Source: an optimization exercise on an open RTL-to-GDS flow (aim: small area and a short achievable clock period). Production flows keep margins and buffers that such runs may drop. In this exercise RTL edits were held to simulation tests only and were not proved equivalent to the original. Power figures rest on the tool's default switching activity, not on a simulated workload.

==> flow/design.v, too long to show whole: its modules and the start of the top module <==
// module ram: 46 lines
// module ram_aoi3: 6 lines
// module top: 979 lines
module top(rst,clk,acc,rom_addr,rom_data,ram_we,ram_waddr,ram_wdata);
  // ...
==> flow/run.sh <==
#!/bin/bash
# synth_recipe.tcl (not shown) runs the flow's synth.tcl, then flattens the netlist and writes it again
# the make line also repeats each setting of config.mk as NAME=value (left out here)
make -C /OpenROAD-flow-scripts/flow DESIGN_CONFIG=/design/flow/config.mk WORK_HOME=/design/flow/orfs CLKGATE_MAP_FILE= SYNTH_SCRIPT=/design/flow/synth_recipe.tcl finish
==> flow/config.mk <==
export PLATFORM = sky130hd
export DESIGN_NAME = top
export DESIGN_NICKNAME = top
export VERILOG_FILES = /design/flow/design.v
export SDC_FILE = /design/flow/constraint.sdc
export NUM_CORES = 4
export LEC_CHECK = 0
export CAP_MARGIN = 45
export CORE_MARGIN = 2
export CORE_UTILIZATION = 45
export PLACE_DENSITY = 0.6
export SLEW_MARGIN = 45
export SYNTH_HIERARCHICAL = 1
==> flow/constraint.sdc <==
create_clock -name core_clock -period 20.0 [get_ports {clk}]
set_input_delay 4.0000 -clock core_clock [delete_from_list [all_inputs] [get_ports {clk}]]
set_output_delay 4.0000 -clock core_clock [all_outputs]
set_load 0.01 [all_outputs]
==> flow_summary.ini, run 1 <==
[outcome]
status = finished clean

[synthesis]
synthAdderAreaFrac = 0.0464
yosys-top-cells-area = edfxtp_1 (59%), a222oi_1 (6.8%), dfxtp_1 (5.5%)
syn_area_per_cell_um2 = 13.1
yosysMostFrequentCell = edfxtp_1
synth_top_area_frac = 0.585
synth_compound_area_frac = 0.145

[floorplan]
initial_core_util = 0.453
ioPinCount = 67
rows = 175

[power]
intPower_mw = 7.92
ir_drop_mv = 0.0781
combPwrFrac = 0.098
power_mw = 10.6
power_frac_clock = 0.393

[drt]
wl_met2_um = 166000
top_layer = met5
route.detailed.drc = 0
wirelength_um = 362000
dr_wl_met3_um = 37500

[setup_path]
crit_top_cell = o21ai_0
cp_top_family = compound AO/OA/AOI/OAI gates
path_class = flip-flop to output port
cp.arrival_ns = 7.18
max_stage_delay_ns = 0.71

[cells_and_area]
largest_reg_flops = 2000
drive_above_1_share = 0.104
final_area_um2 = 115000
multiInputGateArea_um2 = 35000
final.clkbuf_count = 283
diodes = 7

[clock_tree]
cts_buffer_depth = 3
cts_tree = yes
cts.repair.resized = 0
cts_buffers = 226

[global_routing]
globalRouteTotalUtil = 0.303
use_met3 = 0.0540

[sta]
hold_ws_ns = 0.340
worst_slew_pin_slew_ns = 0.978
post-route-min-period_ns = 11.18
drv_slew = 0

[placed_design]
globalplace.congestion = 0.974
==> inputs of run 2 (changes only) <==
--- a/flow/design.v
+++ b/flow/design.v
@@ -53,31 +53,32 @@
 module top(rst,clk,acc,rom_addr,rom_data,ram_we,ram_waddr,ram_wdata);
 output [7:0] acc;
 input rst,clk;
 output [15:0] rom_addr;
 input [23:0] rom_data;
 output ram_we;
 output [7:0] ram_waddr;
 output [7:0] ram_wdata;
+reg [10:0] brf;
+reg [20:0] opf;
 reg [7:0] Rs, Rd;
 reg [17:0] f_source0;
 reg [16:0] f_dest0;
 reg [5:0] f_ctrl1;
 reg [1:0] f_op_len;
 reg [17:0] source1;
 reg [16:0] dest1;
 wire [7:0] addr8;
 wire [15:0] addr16;
 reg  rom_read;
 reg  i_ram_read;
 reg  e_ram_read;
 wire  hazard;
 reg [7:0] add_src, add_dst;
-reg stall_s, stall_d;
 reg [7:0] operand;
 reg  bv_nr;
 reg  bt_nr;
 wire  nop_alu;
 reg [7:0] data;
 reg [7:0] ACC;
 reg [7:0] B;
 reg [7:0] PSW;
@@ -155,17 +156,17 @@
 wire [15:0] pc_t2 = PC + {{8{ins2[7]}}, ins2} + 16'd3;
 wire [15:0] pc_t4 = PC + {14'b0, op_len};
 wire pc_inc_nr = ~stall_nr & ~rst_seq;
 wire taken_nr = bv_nr & bt_nr;
 wire [15:0] pc_jmp = is_rjmp ? pc_t1 : is_ljmp ? {ins1, ins2} : pc_t4;
 wire [15:0] pc_tkn = is_short ? pc_t1 : pc_t2;
 wire pc_go = is_rjmp | is_ljmp | pc_inc_nr;
 wire [15:0] pc_nr = taken_nr ? pc_tkn : pc_go ? pc_jmp : PC;
-assign rom_addr = rst ? 16'h0000 : pc_nr;
+rst_gate #(16) rom_addr_gate(rst, pc_nr, rom_addr);
 always@(posedge clk) PC <= rom_addr;
 wire nop_add = rst || flush || nop_dec;
 always@(posedge clk) begin
   if (rst || flush || nop_dec || stall_addr || stall_dec_delay) nop2 <= 1'b1;
   else nop2 <= 1'b0;
   if (rst || flush) nop3 <= 1'b1;
   else nop3 <= nop2;
   if (rst || nop_alu) nop4 <= 1'b1;
@@ -179,18 +180,18 @@
   if (!stall_addr) ctrl2 <= ctrl1;
   ctrl3 <= ctrl2;
 end
 assign acc = ACC;
 wire wb_dst_ram = dest4[16] && !dest4[15] && dest4[14];
 wire ram_write = !rst && !nop4 && wb_dst_ram;
 wire [7:0] ram_write_addr = (!rst && wb_dst_ram) ? dest4[7:0] : 8'b0;
 wire [7:0] ram_write_data = (source4[17] && !source4[16] && source4[15]) ? source4[7:0] : data;
-assign ram_we = ram_write;
-assign ram_waddr = ram_write_addr;
+rst_gate #(1) ram_we_gate(rst, !nop4 && wb_dst_ram, ram_we);
+rst_gate #(8) ram_waddr_gate(rst, wb_dst_ram ? dest4[7:0] : 8'b0, ram_waddr);
 assign ram_wdata = ram_write_data;
 always@(*)
 begin
         casex (f0)
           8'bxxx1_0001  : f_op_len = 2'h2;
           8'bxxx0_0001   : f_op_len = 2'h2;
           8'b1011_1xxx : f_op_len = 2'h3;
           8'b1101_1xxx : f_op_len = 2'h2;
@@ -528,17 +529,16 @@
 	8'b0001_0000		: f_source0 = {3'b100,2'b11,2'b0,f1[2:0],f1};		
 	8'b1011_0011	  	: f_source0 = {3'b110,2'b0,2'b11,3'b0,8'd7};			
 	8'b1100_0011    	: f_source0 = {3'b110,2'b0,2'b11,3'b0,8'd7};						
 	8'b1101_0011   	: f_source0 = {3'b110,2'b0,2'b11,3'b0,8'd7};			
 	8'b1001_0010   	: f_source0 = {3'b110,2'b0,2'b11,3'b0,8'd7};					  
 	default 	: f_source0 = 18'b0;
 endcase
 end
-assign hazard = stall_s || stall_d;
 always@(*) begin
   if (source0[17] && !source0[16] && !source0[15]) begin
     case (source0[14:13])
       2'b00   : add_src = source0[7:0];
       2'b01   : add_src = Rs;
       2'b10   : add_src = {3'b0,PSW[4:3],source0[2:0]};
       2'b11   : add_src = source0[7] ? {source0[7:3],3'b0} : {2'b0,1'b1,source0[7:3]};
       default : add_src = 8'b0;
@@ -565,84 +565,16 @@
       endcase
   end
   else begin
     source1 = source0;
     add_src = 8'b0;
   end
 end
 always@(*) begin
-	if (source0[17] && !source0[16] && !source0[15]) begin
-		case (source0[14:13])
-			2'b00 	: 
-          if (!nop2 && ((dest2[16] && !dest2[15] && dest2[14] && (source0[7:0] == dest2[7:0])) || 
-              (dest2[16] && !dest2[15] && dest2[14] && (source0[7:0] == dest2[7:0])) ||
-              (dest2[16] && !dest2[15] && dest2[14] && (source0[7:0] == dest2[7:0])))) begin
-            stall_s = 1'b1; 
-          end
-          else if (!nop3 && ((dest3[16] && !dest3[15] && dest3[14] && (source0[7:0] == dest3[7:0])) || 
-              (dest3[16] && !dest3[15] && dest3[14] && (source0[7:0] == dest3[7:0])) ||
-              (dest3[16] && !dest3[15] && dest3[14] && (source0[7:0] == dest3[7:0])))) begin
-            stall_s = 1'b1; 
-          end
-          else if (!nop4 && ((dest4[16] && !dest4[15] && dest4[14] && (source0[7:0] == dest4[7:0])) || 
-              (dest4[16] && !dest4[15] && dest4[14] && (source0[7:0] == dest4[7:0])) ||
-              (dest4[16] && !dest4[15] && dest4[14] && (source0[7:0] == dest4[7:0])))) begin
-            stall_s = 1'b1;
-          end
-          else begin
-            stall_s = 1'b0;            
-          end
-			2'b11 	: 
-          if (source0[17] && !source0[16]) begin
-            if (!nop2 && ((dest2[16] && !dest2[15] && dest2[14] && (add_src == dest2[7:0])) || 
-                (dest2[16] && !dest2[15] && dest2[14] && (add_src == dest2[7:0])) ||
-                (dest2[16] && !dest2[15] && dest2[14] && (add_src == dest2[7:0])))) begin
-              stall_s = 1'b1; 
-            end
-            else if (!nop3 && ((dest3[16] && !dest3[15] && dest3[14] && (add_src == dest3[7:0])) || 
-                (dest3[16] && !dest3[15] && dest3[14] && (add_src == dest3[7:0])) ||
-                (dest3[16] && !dest3[15] && dest3[14] && (add_src == dest3[7:0])))) begin
-              stall_s = 1'b1; 
-            end
-            else if (!nop4 && ((dest4[16] && !dest4[15] && dest4[14] && (source0[7:0] == dest4[7:0])) || 
-                (dest4[16] && !dest4[15] && dest4[14] && (add_src == dest4[7:0])) ||
-                (dest4[16] && !dest4[15] && dest4[14] && (add_src == dest4[7:0])))) begin
-              stall_s = 1'b1;
-            end
-            else stall_s = 1'b0;
-          end
-          else stall_s = 1'b0;            
-			2'b01 	: 
-               if (!nop2 && ((dest2[16] && dest2[15] && dest2[4] && dest2[3]) || (dest2[16] && !dest2[15] && ((dest2[10] && !source0[0]) || (dest2[11] && source0[0]))))) stall_s = 1'b1;
-          else if (!nop3 && ((dest3[16] && dest3[15] && dest3[4] && dest3[3]) || (dest3[16] && !dest3[15] && ((dest3[10] && !source0[0]) || (dest3[11] && source0[0]))))) stall_s = 1'b1;
-          else if (!nop4 && ((dest4[16] && dest4[15] && dest4[4] && dest4[3]) || (dest4[16] && !dest4[15] && ((dest4[10] && !source0[0]) || (dest4[11] && source0[0]))))) stall_s = 1'b1;
-          else if ((!source0[0] && (!R0_valid || R_invalid)) || (source0[0] && (!R1_valid || R_invalid))) stall_s = 1'b1;
-          else if (!nop2 && dest2[16] && !dest2[15] && (source1[7:0] == dest2[7:0])) stall_s = 1'b1;
-          else if (!nop3 && dest3[16] && !dest3[15] && (source1[7:0] == dest3[7:0])) stall_s = 1'b1;
-          else if (!nop4 && dest4[16] && !dest4[15] && (source1[7:0] == dest4[7:0])) stall_s = 1'b1;
-          else stall_s = 1'b0;            
-      2'b10 	: 
-          if((!nop2 && (dest2[16] && dest2[15] && dest2[4] && dest2[3])) ||
-             (!nop3 && (dest3[16] && dest3[15] && dest3[4] && dest3[3])) ||
-             (!nop4 && (dest4[16] && dest4[15] && dest4[4] && dest4[3])))
-            stall_s = 1'b1; 
-          else if (!nop2 && dest2[16] && !dest2[15] && (dest2[7:0] == add_src)) stall_s = 1'b1;
-          else if (!nop3 && dest3[16] && !dest3[15] && (dest3[7:0] == add_src)) stall_s = 1'b1;
-          else if (!nop4 && dest4[16] && !dest4[15] && (dest4[7:0] == add_src)) stall_s = 1'b1;
-          else begin
-            stall_s = 1'b0;            
-          end
-		endcase
-	end
-  else begin
-    stall_s = 1'b0;
-  end
-end
-always@(*) begin
   if (dest0[16] && !dest0[15]) begin
     case (dest0[13:12])
       2'b00   : add_dst = dest0[7:0];
       2'b01   : add_dst = Rd;
       2'b10   : add_dst = {3'b0,PSW[4:3],dest0[2:0]};
       2'b11   : add_dst = dest0[7] ? {dest0[7:3],3'b0} : {2'b0,1'b1,dest0[7:3]};
       default : add_dst = 8'b0;
     endcase
@@ -660,62 +592,16 @@
       end
     endcase
   end
   else begin
     dest1 = dest0;
     add_dst = 8'b0;
   end
 end
-always@(*) begin
-	if (dest0[16] && !dest0[15] && dest0[14]) begin
-		case (dest0[13:12])
-			2'b01 	: 
-          if (!nop2 && ((dest2[16] && !dest2[15] && dest2[10] && !dest0[0]) ||
-              (dest2[16] && !dest2[15] && dest2[11] && dest0[0]) ||
-              (dest2[16] && dest2[15] && dest2[4] && dest2[3]))) begin
-            stall_d = 1'b1; 
-          end
-          else if (!nop3 && ((dest3[16] && !dest3[15] && dest3[10] && !dest0[0]) ||
-              (dest3[16] && !dest3[15] && dest3[11] && dest0[0]) ||
-              (dest3[16] && dest3[15] && dest3[4] && dest3[3]))) begin
-            stall_d = 1'b1; 
-          end
-          else if (!nop4 && ((dest4[16] && !dest4[15] && dest4[10] && !dest0[0]) ||
-              (dest4[16] && !dest4[15] && dest4[11] && dest0[0]) ||
-              (dest4[16] && dest4[15] && dest4[4] && dest4[3]))) begin
-            stall_d = 1'b1; 
-          end
-          else if (!nop2 && dest2[16] && !dest2[15] && ((dest2[10] && !dest0[0]) || (dest2[11] && dest0[0]))) stall_d = 1'b1;
-          else if (!nop3 && dest3[16] && !dest3[15] && ((dest3[10] && !dest0[0]) || (dest3[11] && dest0[0]))) stall_d = 1'b1;
-          else if (!nop4 && dest4[16] && !dest4[15] && ((dest4[10] && !dest0[0]) || (dest4[11] && dest0[0]))) stall_d = 1'b1;
-          else if ((!dest0[0] && (!R0_valid || R_invalid)) || (dest0[0] && (!R1_valid || R_invalid))) stall_d = 1'b1;
-          else if (!nop2 && dest2[16] && !dest2[15] && (dest1[7:0] == dest2[7:0])) stall_d = 1'b1;
-          else if (!nop3 && dest3[16] && !dest3[15] && (dest1[7:0] == dest3[7:0])) stall_d = 1'b1;
-          else if (!nop4 && dest4[16] && !dest4[15] && (dest1[7:0] == dest4[7:0])) stall_d = 1'b1;
-          else stall_d = 1'b0;            
-			2'b10 	: 
-          if ((!nop2 && dest2[16] && dest2[15] && dest2[4] && dest2[3]) ||
-              (!nop3 && dest3[16] && dest3[15] && dest3[4] && dest3[3]) ||
-              (!nop4 && dest4[16] && dest4[15] && dest4[4] && dest4[3]))
-            stall_d = 1'b1;
-          else if (!nop2 && dest2[16] && !dest2[15] && (dest2[7:0] == add_dst)) stall_d = 1'b1;
-          else if (!nop3 && dest3[16] && !dest3[15] && (dest3[7:0] == add_dst)) stall_d = 1'b1;
-          else if (!nop4 && dest4[16] && !dest4[15] && (dest4[7:0] == add_dst)) stall_d = 1'b1;
-          else begin
-            stall_d = 1'b0;            
-          end
-			default : 
-          begin stall_d = 1'b0; end
-		endcase
-	end
-	else begin
-    stall_d = 1'b0;
-  end
-end
 assign addr16 = source1[15:0];
 assign addr8 = (source1[14] && source1[13]) ? (source1[7] ? {source1[7:3],3'b0} : {2'b0,1'b1,source1[7:3]}) : source1[7:0];
 always@(*) begin
 rom_read = 1'b0;
 i_ram_read = 1'b0;
 e_ram_read = 1'b0;
 if (rst || nop_add) begin
   rom_read = 1'b0;
@@ -723,16 +609,70 @@
   e_ram_read = 1'b0;
 end
 else if (!source1[17])  
   	if (!source1[16]) e_ram_read = 1'b1;
   	else rom_read = 1'b1;
 else 
 	if (!source1[15] && !source1[16]) i_ram_read = 1'b1;
 end
+function [7:0] bitbyte;
+  input [7:0] b;
+  bitbyte = b[7] ? {b[7:3], 3'b0} : {2'b0, 1'b1, b[7:3]};
+endfunction
+function is_sfr_addr;
+  input [7:0] a;
+  is_sfr_addr = (a == 8'h81) || (a == 8'h82) || (a == 8'h83) || (a == 8'hD0) || (a == 8'hE0) || (a == 8'hF0);
+endfunction
+function [4:0] sfr_code;
+  input [7:0] a;
+  sfr_code = (a == 8'h82) ? {2'd0, 3'd2} : (a == 8'h83) ? {2'd0, 3'd3} : (a == 8'h81) ? {2'd0, 3'd7} :
+             (a == 8'hF0) ? {2'd1, 3'd0} : (a == 8'hE0) ? {2'd2, 3'd0} : {2'd3, 3'd0};
+endfunction
+wire [7:0] hz_dir_n = f_source0[7:0];                        
+wire [7:0] hz_bit_n = bitbyte(f_source0[7:0]);               
+wire [7:0] hz_rs_n  = f_source0[0] ? R1_next : R0_next;      
+wire [7:0] hz_rdr_n = f_dest0[0] ? R1_next : R0_next;        
+wire [7:0] hz_rd_n  = is_sfr_addr(hz_rdr_n) ? {f_dest0[2:0], sfr_code(hz_rdr_n)} : hz_rdr_n;
+wire [7:0] d2_next = stall_addr ? dest2[7:0] : dest1[7:0];
+reg [2:0] eq_dir, eq_bit, eq_rs, eq_rd;    
+reg [2:0] eq_rsn, eq_rdn;                  
+reg eq_dir4;
+always@(posedge clk) begin
+  eq_dir <= {hz_dir_n == dest3[7:0], hz_dir_n == dest2[7:0], hz_dir_n == d2_next};
+  eq_bit <= {hz_bit_n == dest3[7:0], hz_bit_n == dest2[7:0], hz_bit_n == d2_next};
+  eq_rs  <= {hz_rs_n  == dest3[7:0], hz_rs_n  == dest2[7:0], hz_rs_n  == d2_next};
+  eq_rd  <= {hz_rd_n  == dest3[7:0], hz_rd_n  == dest2[7:0], hz_rd_n  == d2_next};
+  eq_rsn <= {dest3[7:5] == 3'b0 && dest3[2:0] == f_source0[2:0], dest2[7:5] == 3'b0 && dest2[2:0] == f_source0[2:0],
+             d2_next[7:5] == 3'b0 && d2_next[2:0] == f_source0[2:0]};
+  eq_rdn <= {dest3[7:5] == 3'b0 && dest3[2:0] == f_dest0[2:0], dest2[7:5] == 3'b0 && dest2[2:0] == f_dest0[2:0],
+             d2_next[7:5] == 3'b0 && d2_next[2:0] == f_dest0[2:0]};
+end
+wire [2:0] hz_nop  = {nop4, nop3, nop2};
+wire [16:0] dk0 = dest2, dk1 = dest3, dk2 = dest4;
+wire [2:0] ramw   = ~hz_nop & {dk2[16] & ~dk2[15], dk1[16] & ~dk1[15], dk0[16] & ~dk0[15]};
+wire [2:0] ramw14 = ramw & {dk2[14], dk1[14], dk0[14]};
+wire [2:0] pswk   = ~hz_nop & {dk2[16] & dk2[15] & dk2[4] & dk2[3], dk1[16] & dk1[15] & dk1[4] & dk1[3], dk0[16] & dk0[15] & dk0[4] & dk0[3]};
+wire [2:0] ri0    = ramw & {dk2[10], dk1[10], dk0[10]};
+wire [2:0] ri1    = ramw & {dk2[11], dk1[11], dk0[11]};
+wire [2:0] bankeq = {dk2[4:3] == PSW[4:3], dk1[4:3] == PSW[4:3], dk0[4:3] == PSW[4:3]};
+wire s_dir = source0[17:13] == 5'b10000;
+wire s_ind = source0[17:13] == 5'b10001;
+wire s_reg = source0[17:13] == 5'b10010;
+wire s_bit = source0[17:13] == 5'b10011;
+wire d_ind = dest0[16:12] == 5'b10101;
+wire d_reg = dest0[16:12] == 5'b10110;
+wire s_sel = source0[0], d_sel = dest0[0];
+wire hz_s = (s_dir & |(ramw14 & eq_dir)) |
+            (s_bit & (|(ramw14[1:0] & eq_bit[1:0]) | (ramw14[2] & (eq_dir[2] | eq_bit[2])))) |
+            (s_ind & (|pswk | |(s_sel ? ri1 : ri0) | (s_sel ? ~R1_valid : ~R0_valid) | R_invalid | |(ramw & eq_rs))) |
+            (s_reg & (|pswk | |(ramw & eq_rsn & bankeq)));
+wire hz_d = (d_ind & (|pswk | |(d_sel ? ri1 : ri0) | (d_sel ? ~R1_valid : ~R0_valid) | R_invalid | |(ramw & eq_rd))) |
+            (d_reg & (|pswk | |(ramw & eq_rdn & bankeq)));
+assign hazard = hz_s | hz_d;
 always@(posedge clk)
   if (rst)
     operand <= 8'b0;
   else if (source2[17] && !source2[16] && !source2[15])
     operand <= iram_read_data;
   else if (source2[17] && !source2[16] && source2[15])
     operand <= source2[7:0];
   else if (source2[17] && source2[16] && source2[15])
@@ -776,39 +716,65 @@
 	wire td_dl = td_lo & (des[2:0] == 3'b010);
 	wire td_dh = td_lo & (des[2:0] == 3'b011);
 	wire td_sh = td_lo & (des[2:0] == 3'b111);
 	wire [7:0] tdv = td_a ? ACC : td_b ? B : td_p ? PSW : td_dl ? DPL : td_dh ? DPH : td_sh ? SPH : 8'b0;
 	wire d_is_c = (des[16:15] == 2'b11) && (des[4:3] == 2'b11) && (des[7:5] == 3'b111);
 	wire v = ~nop3;
 	wire [2:0] u = ctrl3[5:3];
 	wire [2:0] o = ctrl3[2:0];
-	wire u_ar = v & (u == 3'b000);
-	wire u_tr = v & (u == 3'b001);
-	wire u_lg = v & (u == 3'b010);
-	wire u_bo = v & (u == 3'b011);
-	wire op_addsub = u_ar & (o == 3'd0 || o == 3'd1 || o == 3'd2);
-	wire op_incdec = u_ar & (o == 3'd3 || o == 3'd4);
-	wire op_mul    = u_ar & (o == 3'd5);
-	wire op_div    = u_ar & (o == 3'd6);
-	wire op_da     = u_ar & (o == 3'd7);
-	wire op_mov    = u_tr & (o == 3'd0);
-	wire op_rr     = u_tr & (o == 3'd1);
-	wire op_rl     = u_tr & (o == 3'd2);
-	wire op_xch    = u_tr & (o == 3'd3);
-	wire op_rrc    = u_tr & (o == 3'd5);
-	wire op_rlc    = u_tr & (o == 3'd6);
-	wire op_swapn  = u_tr & (o == 3'd7);
-	wire op_lga    = u_lg & (o == 3'd0 || o == 3'd1 || o == 3'd2);
-	wire op_lgd    = u_lg & (o == 3'd4 || o == 3'd5 || o == 3'd6);
-	wire op_clra   = u_lg & (o == 3'd3);
-	wire op_cpla   = u_lg & (o == 3'd7);
-	wire op_bmod   = u_bo & (o == 3'd0 || o == 3'd1 || o == 3'd2);
-	wire op_cbit   = u_bo & (o == 3'd3 || o == 3'd4 || o == 3'd5 || o == 3'd6);
-	wire op_movb   = u_bo & (o == 3'd7);
+	function [20:0] opdec;
+		input [5:0] c;
+		reg [2:0] uu, oo;
+		begin
+			uu = c[5:3]; oo = c[2:0];
+			opdec = 21'b0;
+			opdec[0]  = (uu == 3'b000) & (oo == 3'd0 || oo == 3'd1 || oo == 3'd2);
+			opdec[1]  = (uu == 3'b000) & (oo == 3'd3 || oo == 3'd4);
+			opdec[2]  = (uu == 3'b000) & (oo == 3'd5);
+			opdec[3]  = (uu == 3'b000) & (oo == 3'd6);
+			opdec[4]  = (uu == 3'b000) & (oo == 3'd7);
+			opdec[5]  = (uu == 3'b001) & (oo == 3'd0);
+			opdec[6]  = (uu == 3'b001) & (oo == 3'd1);
+			opdec[7]  = (uu == 3'b001) & (oo == 3'd2);
+			opdec[8]  = (uu == 3'b001) & (oo == 3'd3);
+			opdec[9]  = (uu == 3'b001) & (oo == 3'd5);
+			opdec[10] = (uu == 3'b001) & (oo == 3'd6);
+			opdec[11] = (uu == 3'b001) & (oo == 3'd7);
+			opdec[12] = (uu == 3'b010) & (oo == 3'd0 || oo == 3'd1 || oo == 3'd2);
+			opdec[13] = (uu == 3'b010) & (oo == 3'd4 || oo == 3'd5 || oo == 3'd6);
+			opdec[14] = (uu == 3'b010) & (oo == 3'd3);
+			opdec[15] = (uu == 3'b010) & (oo == 3'd7);
+			opdec[16] = (uu == 3'b011) & (oo == 3'd0 || oo == 3'd1 || oo == 3'd2);
+			opdec[17] = (uu == 3'b011) & (oo == 3'd3 || oo == 3'd4 || oo == 3'd5 || oo == 3'd6);
+			opdec[18] = (uu == 3'b011) & (oo == 3'd7);
+			opdec[19] = (c == 6'b101111) || (c == 6'b101000);
+			opdec[20] = (c == 6'b100111) || (c == 6'b110000) || (c == 6'b110001) || (c == 6'b110010);
+		end
+	endfunction
+	always@(posedge clk) opf <= opdec(ctrl2);
+	wire op_addsub = v & opf[0];
+	wire op_incdec = v & opf[1];
+	wire op_mul    = v & opf[2];
+	wire op_div    = v & opf[3];
+	wire op_da     = v & opf[4];
+	wire op_mov    = v & opf[5];
+	wire op_rr     = v & opf[6];
+	wire op_rl     = v & opf[7];
+	wire op_xch    = v & opf[8];
+	wire op_rrc    = v & opf[9];
+	wire op_rlc    = v & opf[10];
+	wire op_swapn  = v & opf[11];
+	wire op_lga    = v & opf[12];
+	wire op_lgd    = v & opf[13];
+	wire op_clra   = v & opf[14];
+	wire op_cpla   = v & opf[15];
+	wire op_bmod   = v & opf[16];
+	wire op_cbit   = v & opf[17];
+	wire op_movb   = v & opf[18];
 	wire sub = (o == 3'd2);
 	wire cin = (o == 3'd0) ? sub : (sub ? ~c_in : c_in);
 	wire [7:0] sv_x = sub ? ~sv : sv;
 	wire [4:0] lo_sum = {1'b0, ACC[3:0]} + {1'b0, sv_x[3:0]} + {4'b0, cin};
 	wire [4:0] hi_sum = {1'b0, ACC[7:4]} + {1'b0, sv_x[7:4]} + {4'b0, lo_sum[4]};
 	wire [7:0] as_res = {hi_sum[3:0], lo_sum[3:0]};
 	wire as_c  = hi_sum[4] ^ sub;
 	wire as_ac = lo_sum[4] ^ sub;
@@ -868,35 +834,35 @@
 		wd = tdv;
 		if (op_mov) wd = sv;
 		else if (op_lgd) wd = lop(o[1:0], tdv, lx);
 		else wd[td_bit] = c_in;
 	end
 	always @(*) begin
 		A_C = ACC;
 		if (op_addsub)                 A_C = as_res;
-		if (op_mul)                    A_C = mul_res[7:0];
-		if (op_div & b_nz)             A_C = div_q;
 		if (op_da)                     A_C = da_res;
 		if (op_rr)                     A_C = {ACC[0], ACC[7:1]};
 		if (op_rl)                     A_C = {ACC[6:0], ACC[7]};
 		if (op_rrc)                    A_C = {c_in, ACC[7:1]};
 		if (op_rlc)                    A_C = {ACC[6:0], c_in};
 		if (op_swapn)                  A_C = {ACC[3:0], ACC[7:4]};
 		if (op_xch)                    A_C = s_sfr ? tsv : opnd;
 		if (op_lga)                    A_C = lop(o[1:0], ACC, sv);
 		if (op_clra)                   A_C = 8'b0;
 		if (op_cpla)                   A_C = ~ACC;
 		if (we_s & ts_a & ~op_xch)     A_C = ws;
 		if (we_d & td_a)               A_C = wd;
+		if (op_mul)                    A_C = mul_res[7:0];
+		if (op_div & b_nz)             A_C = div_q;
 		B_C = B;
-		if (op_mul)                    B_C = mul_res[15:8];
-		if (op_div & b_nz)             B_C = div_r;
 		if (we_s & ts_b)               B_C = ws;
 		if (we_d & td_b)               B_C = wd;
+		if (op_mul)                    B_C = mul_res[15:8];
+		if (op_div & b_nz)             B_C = div_r;
 		PSW_C = PSW;
 		if (op_addsub)                 PSW_C = {as_c, as_ac, PSW[5:3], as_c ^ as_res[7], PSW[1:0]};
 		if (op_mul)                    PSW_C = {1'b0, PSW[6:3], b_nz, PSW[1:0]};
 		if (op_div)                    PSW_C = {1'b0, PSW[6:3], ~(&B), PSW[1:0]};
 		if (op_da)                     PSW_C = {da_c, PSW[6:0]};
 		if (op_rrc)                    PSW_C = {ACC[0], PSW[6:0]};
 		if (op_rlc)                    PSW_C = {ACC[7], PSW[6:0]};
 		if (we_s & ts_p & ~op_incdec)  PSW_C = ws;
@@ -920,60 +886,64 @@
 		if (op_xch & ~s_sfr)           dd_C = ACC;
 		if (op_lgd & ~d_sfr)           dd_C = lop(o[1:0], opnd, lx);
 		if (op_bmod & ~s_sfr)          dd_C = bmod(o[1:0], opnd, src[10:8]);
 		if (op_movb & ~d_is_c & ~d_sfr) begin dd_C = opnd; dd_C[src[2:0]] = c_in; end
 	end
 	wire [7:0] bval = (src[17:16] == 2'b11) ? sfrv : opnd;
 	wire [7:0] dj = bval - 8'b1;
 	wire [7:0] jbc_clr = s_sfr ? (sfrv & ~(8'b1 << src[2:0])) : (opnd & ~(8'b1 << src[10:8]));
-	wire [7:0] cj_x = (ctrl3 == 6'b110001 || ctrl3 == 6'b110010) ? opnd : ACC;
-	wire [7:0] cj_y = (ctrl3 == 6'b110001 || ctrl3 == 6'b110010) ? des[7:0] :
-	                  (ctrl3 == 6'b110000) ? src[7:0] : bval;
-	wire cj_ne = (cj_x != cj_y);
-	wire cj_lt = (cj_x < cj_y);
+	always@(posedge clk) begin
+		brf[0]  <= ctrl2 == 6'b101001;
+		brf[1]  <= ctrl2 == 6'b101010;
+		brf[2]  <= ctrl2 == 6'b101011;
+		brf[3]  <= ctrl2 == 6'b101100;
+		brf[4]  <= ctrl2 == 6'b101101;
+		brf[5]  <= ctrl2 == 6'b101110;
+		brf[6]  <= ctrl2 == 6'b101111;
+		brf[7]  <= (ctrl2 == 6'b100111) || (ctrl2 == 6'b110000) || (ctrl2 == 6'b110001) || (ctrl2 == 6'b110010);
+		brf[8]  <= (ctrl2 == 6'b110001) || (ctrl2 == 6'b110010);
+		brf[9]  <= ctrl2 == 6'b110000;
+		brf[10] <= ctrl2 == 6'b101000;
+	end
+	wire ne_r = (opnd != des[7:0]);
+	wire lt_r = (opnd < des[7:0]);
+	wire ne_i = (ACC != src[7:0]);
+	wire lt_i = (ACC < src[7:0]);
+	wire ne_b = (ACC != bval);
+	wire lt_b = (ACC < bval);
+	wire cj_ne = brf[8] ? ne_r : brf[9] ? ne_i : ne_b;
+	wire cj_lt = brf[8] ? lt_r : brf[9] ? lt_i : lt_b;
+	wire acc_nz = |ACC;
 	always @(*) begin
-		bv_nr = 1'b0;
-		bt_nr = 1'b0;
+		bv_nr = v & (|brf[7:0] | brf[10]);
+		bt_nr = v & ((brf[0] & ~acc_nz) | (brf[1] & acc_nz) | (brf[2] & c_in) | (brf[3] & ~c_in) |
+		             ((brf[4] | brf[6]) & bitv) | (brf[5] & ~bitv) | (brf[7] & cj_ne) | (brf[10] & (bval != 8'h01)));
 		dd_branch = 8'b0;
-		c_branch = PSW[7];
-		if (v) begin
-			c_branch = 1'b0;
-			case (ctrl3)
-				6'b101001:  begin bv_nr = 1'b1; bt_nr = ~(|ACC); end
-				6'b101010: begin bv_nr = 1'b1; bt_nr = |ACC; end
-				6'b101011:  begin bv_nr = 1'b1; bt_nr = c_in; end
-				6'b101100: begin bv_nr = 1'b1; bt_nr = ~c_in; end
-				6'b101101:  begin bv_nr = 1'b1; bt_nr = bitv; end
-				6'b101110: begin bv_nr = 1'b1; bt_nr = ~bitv; end
-				6'b101111: begin bv_nr = 1'b1; bt_nr = bitv; dd_branch = bitv ? jbc_clr : 8'b0; end
-				6'b100111, 6'b110000, 6'b110001, 6'b110010:
-				          begin bv_nr = 1'b1; bt_nr = cj_ne; c_branch = cj_ne & cj_lt; end
-				6'b101000: begin bv_nr = 1'b1; bt_nr = |dj; dd_branch = dj; end
-				default: ;
-			endcase
-		end
+		if (v & brf[6] & bitv) dd_branch = jbc_clr;
+		if (v & brf[10])       dd_branch = dj;
+		c_branch = v ? (brf[7] & cj_ne & cj_lt) : PSW[7];
 	end
 	wire is_cjne = (ctrl3 == 6'b100111) || (ctrl3 == 6'b110000) ||
 	               (ctrl3 == 6'b110001) || (ctrl3 == 6'b110010);
 	always@(posedge clk)
 		if (rst) begin
 			data <= 8'b0;
 			ACC <= 8'b0;
 			B <= 8'b0;
 			PSW <= 8'b0;
 			DPL <= 8'b0;
 			DPH <= 8'b0;
 			SPH <= 8'b0;
 		end
 		else begin
-			data <= (ctrl3 == 6'b101111 || ctrl3 == 6'b101000) ? dd_branch : dd_C;
+			data <= opf[19] ? dd_branch : dd_C;
 			ACC <= A_C;
 			B <= B_C;
-			PSW <= is_cjne ? {c_branch, PSW_C[6:0]} : PSW_C;
+			PSW <= opf[20] ? {c_branch, PSW_C[6:0]} : PSW_C;
 			DPL <= DPL_C;
 			DPH <= DPH_C;
 			SPH <= SPH_C;
 		end
 localparam INIT = 2'b00, FETCH_R0 = 2'b01, FETCH_R1 = 2'b10, VALID = 2'b11;
 wire fetch = (state == FETCH_R0) || (state == FETCH_R1);
 ram ram(clk,rst,i_ram_read,addr8,fetch,PSW[4:3],state[1],iram_read_data,ram_write,ram_write_addr,ram_write_data);
 always@(posedge clk)
@@ -1024,8 +994,14 @@
 always@(posedge clk) begin
   Rs <= f_source0[0] ? R1_next : R0_next;
   Rd <= f_dest0[0] ? R1_next : R0_next;
 end
 always@(posedge clk)
 	if (rst) bank <= 2'b0;
 	else if (bank != PSW[4:3]) bank <= PSW[4:3];
 endmodule
+module rst_gate #(parameter W = 1) (rst, d, q);
+input rst;
+input [W-1:0] d;
+output [W-1:0] q;
+assign q = d & {W{~rst}};
+endmodule
==> flow/flow/run.sh (new file) <==
#!/bin/bash
# The standard layout, with timing repair aiming past the clock period so that
# the resizer works on the paths that set the achieved period.
set -euo pipefail
export SETUP_SLACK_MARGIN=11
export TNS_END_PERCENT=100
bash standard.sh > flow_standard.log 2>&1
==> flow/standard.sh (new file) <==
#!/bin/bash
# synth_recipe.tcl (not shown) runs the flow's synth.tcl, then flattens the netlist and writes it again
# the make line also repeats each setting of config.mk as NAME=value (left out here)
make -C /OpenROAD-flow-scripts/flow DESIGN_CONFIG=/design/flow/config.mk WORK_HOME=/design/flow/orfs CLKGATE_MAP_FILE= SYNTH_SCRIPT=/design/flow/synth_recipe.tcl "${@:-finish}"
==> flow/config.mk (replaced) <==
export PLATFORM = sky130hd
export DESIGN_NAME = top
export DESIGN_NICKNAME = top
export VERILOG_FILES = /design/flow/design.v
export SDC_FILE = /design/flow/constraint.sdc
export NUM_CORES = 4
export LEC_CHECK = 0
export CAP_MARGIN = 45
export CORE_MARGIN = 2
export CORE_UTILIZATION = 45
export CTS_CLUSTER_DIAMETER = 100
export CTS_CLUSTER_SIZE = 22
export PLACE_DENSITY = 0.6
export SLEW_MARGIN = 45
export SYNTH_HIERARCHICAL = 1
removed: flow/run.sh
==> run 2 against run 1 <==
Effect of this change: die area increased by 1.5%; clock power decreased by 35%; first-iteration DRC count increased by 1.0%; sequential share of layout area increased by 1.5 points; synthesized cell count increased by 1.6%; maximum frequency increased by 25%.
==> flow_summary.ini, run 2 <==
[synthesis]
yosys-top-cells-area = edfxtp_1 (58%), a222oi_1 (6.6%), dfxtp_1 (6.3%)
netlist_area_um2 = 104000
synth.top_cells.by_count = edfxtp_1 (2,006), nor2_1 (980), a222oi_1 (690)
synth_compound_area_frac = 0.137
synthCells = 8015
async_reset_ff_frac = 0
muxShareOfSynthArea = 0.0183
ys_warn_count = 57
syn_area_per_cell_um2 = 13.0
synth_cell_types = 119
synth_edf_count = 2006
ys_seq_area_frac = 0.640
synthXorXnorAreaFrac = 0.0176
yosysTopAreaCell = edfxtp_1
ys.flop_type = edfxtp_1
synth_top_family_by_area = compound AO/OA/AOI/OAI gates
yosysMostFrequentCell = edfxtp_1
synth-seq-cells = 2336
synthAdderAreaFrac = 0.0472
synth_top_area_frac = 0.576
synthSimpleGateAreaFrac = 0.110

[cells_and_area]
largest_reg_flops = 2000
layout_commonest_cell = edfxtp_1
drive_above_1_share = 0.0995
area_delta_synth_final_pct = 8.90
fin_nets = 8435
final_cell_mix = edfxtp_1 (2,006), nor2_1 (879), a222oi_1 (690)
top_register = ram.mem
final_area_um2 = 114000
reg_top3 = ram.mem: 2000 flops, opf: 20 flops, source0_r: 17 flops
final_core_util = 0.494

[floorplan]
core_um2 = 230000
initial_core_util = 0.454
dieWidth_um = 486
dieHeight_um = 486
rows = 176
ioPinCount = 67
die-area_um2 = 236000

[power]
power_mw = 9.42
ir_drop_mv = 0.0818
leakage_nw = 37.9
p_per_area_nw_per_um2 = 82.8

[worst_hold_path]
hold_path.class = flip-flop to flip-flop
hold_path_startpoint = ctrl1_r[5]

[setup_path]
worst_ep_required_time_ns = 16.00
end_kind = output port
r2r-start = B[1]
cp-startpoint = rst
worstSetupStartpointType = input port
cp.arrival_ns = 4.95
path_class = input port to output port
path_max_fanout = 33

[drt]
dr.pass1.iters = 9
route.detailed.drc = 0
drtIter0Drc = 13300
postRouteAntennaNets = 0
wl_per_cell_um = 32.4
vias = 74300
vias_per_cell = 6.68
wirelength_um = 360000

[global_routing]
grt_max_degree = 140
grt-ovfl-total = 0
grt_pass1_vias = 70100
grt_pass1_wl_um = 510000
globalRouteTotalUtil = 0.295
antenna_found_initial = 9

[sta]
period_share = 0.448
tns_ns = 0
worst_slew_pin_slew_ns = 0.953
post-route-min-period_ns = 8.95
drv_slew = 0
rsz0062_at_grt = true
max-slew-margin-rel = 0.359
clock.fmax_mhz = 112
hold_viol = 0
setup_viol = 0
finClkSkew_ns = 0.0761

[placed_design]
dpl-instance-area_um2 = 109000
port_buffers = 66
dp_hpwl_um = 241000
globalplace.congestion = 0.956

[clock_tree]
clkTransAtPathRegs_ns = 0.08
cts_buffer_depth = 3
cts-root-buf = clkbuf_16
clock_sinks = 2336
cts_tree = yes
htree_levels = 3
hold_buffers = 0
cts_buffers = 120
clkLatencyLatePin_ns = 0.86

[job]
cap_viol_max_count = 0

[outcome]
status = finished clean
==> run 2: cell count changes after synthesis, sizes merged, moves of 23 or more <==
cell,previous run,this run
nor2,952,983
clkbuf,438,400
nand3,92,141
a21oi,328,253
dfxtp,284,330
a211oi,70,93
inv,231,272
a22oi,62,34
==> run 2: layout make-up <==
class                   count  area, µm²
clock buffers             146       3120
flip-flops and latches   2336      66900
well taps                3026       3790
fillers                 19900     117000
diodes                      6       15.0
clock inverters            17        328
multi-input cells        4980      35700
inverters                 283       1140
repair buffers            327       2810
==> run 2: what timing repair did <==
| action | CTS | global route |
|---|---|---|
| buffers inserted | 36 | 24 |
| endpoints found under the setup margin | 35 | 27 |
| hold endpoints to repair | 0 | 0 |
| cloned | 4 | 1 |
| pin swaps | 22 | 27 |
| resized for setup | 142 | 62 |
==> run 2: path summary, 6_finish.rpt <==
| path | depth (start not counted) | slack, ns | end |
|---|---|---|---|
| worst max-delay path | 3 | 11.05 | ram_waddr[1] |
| worst min-delay path | 0 | 0.41 | ctrl2[5] |
| worst max register to register | 38 | 11.44 | B[3] |
| worst min register to register | 0 | 0.41 | ctrl2[5] |
==> run 2: layer usage <==
layer	GRT usage	vias up	wire (µm)	part of all wire
met5	0	-	36	0.00010
met4	0.119	6	16400	0.046
met3	0.0476	722	36300	0.10
met2	0.470	4556	167000	0.46
met1	0.405	37300	140000	0.39
li1	-	31700	-	-
==> run 2: worst max-delay path, cell delays in order <==
cell,delay [ns]
clkbuf_16,0.20
nor2b_1,0.16
clkdlybuf4s50_1,0.56
==> run 2: cell families (layout without fill, tap and decap cells) <==
| logic type | Yosys count | count (layout) |
|---|---|---|
| AOI/OAI and AO/OA | 1798 | 1798 |
| xor gates and xnor gates | 207 | 207 |
| other | 1 | 72 |
| adders and majority gates | 361 | 361 |
| and+or+nand+nor | 2383 | 2384 |
| muxes | 163 | 164 |
| buffers and inverters | 766 | 773 |
| DFF | 2336 | 2336 |
==> run 2: Yosys stat by module, one instance, submodules excluded, a selection <==
module / flip-flops and latches / times used / cells
top: 328 / 1 / 4132
ram: 2008 / 1 / 2997
ram_aoi3: 0 / 86 / 10
==> run 2: report_power, final <==
group | switching, mW | internal [mW] | total (mW)
combinational | 0.835 | 0.371 | 1.21
sequential | 0.0693 | 5.44 | 5.51
clock | 1.56 | 1.15 | 2.71
total | 2.46 | 6.96 | 9.42
==> run 2: through the flow <==
stage               setup WS [ns]  hold slack (ns)  std cells
finish                      11.05            0.412      11100
global placement             9.27            0.391      10800
detailed placement           9.26            0.392      10900
global route                10.89            0.418      11100
floorplan                   11.30            0.346       8080
CTS                         10.91            0.411      11100

## what the ideal ports hide
How much do the figures lean on ideal ports? The routed layouts below were timed once more, with nothing changed but the port constraints. Step 1: set_driving_cell puts a clkbuf_16 on clk and a buf_2 on each other input, an assumption about the parent block. Step 2 also shifts input and output timing later by t, the mid clock arrival at the registers, as if the neighbouring blocks saw the same clock. a / b / c = no drivers / after step 1 / after step 2; a / b = the first two.
run	t, ns	setup slack, ns	hold WS [ns]	pins driven straight from the clock port
run 1	0.971	8.820 / 8.740 / 9.437	0.340 / 0.340 / 0.340	1
run 2	0.903	11.045 / 10.952 / 10.677	0.412 / 0.412 / 0.412	1
After both steps setup and hold are still met in every run listed. For run 2, which loses most, drivers alone change the setup slack by -0.093 ns; drivers and shift together by -0.368 ns.
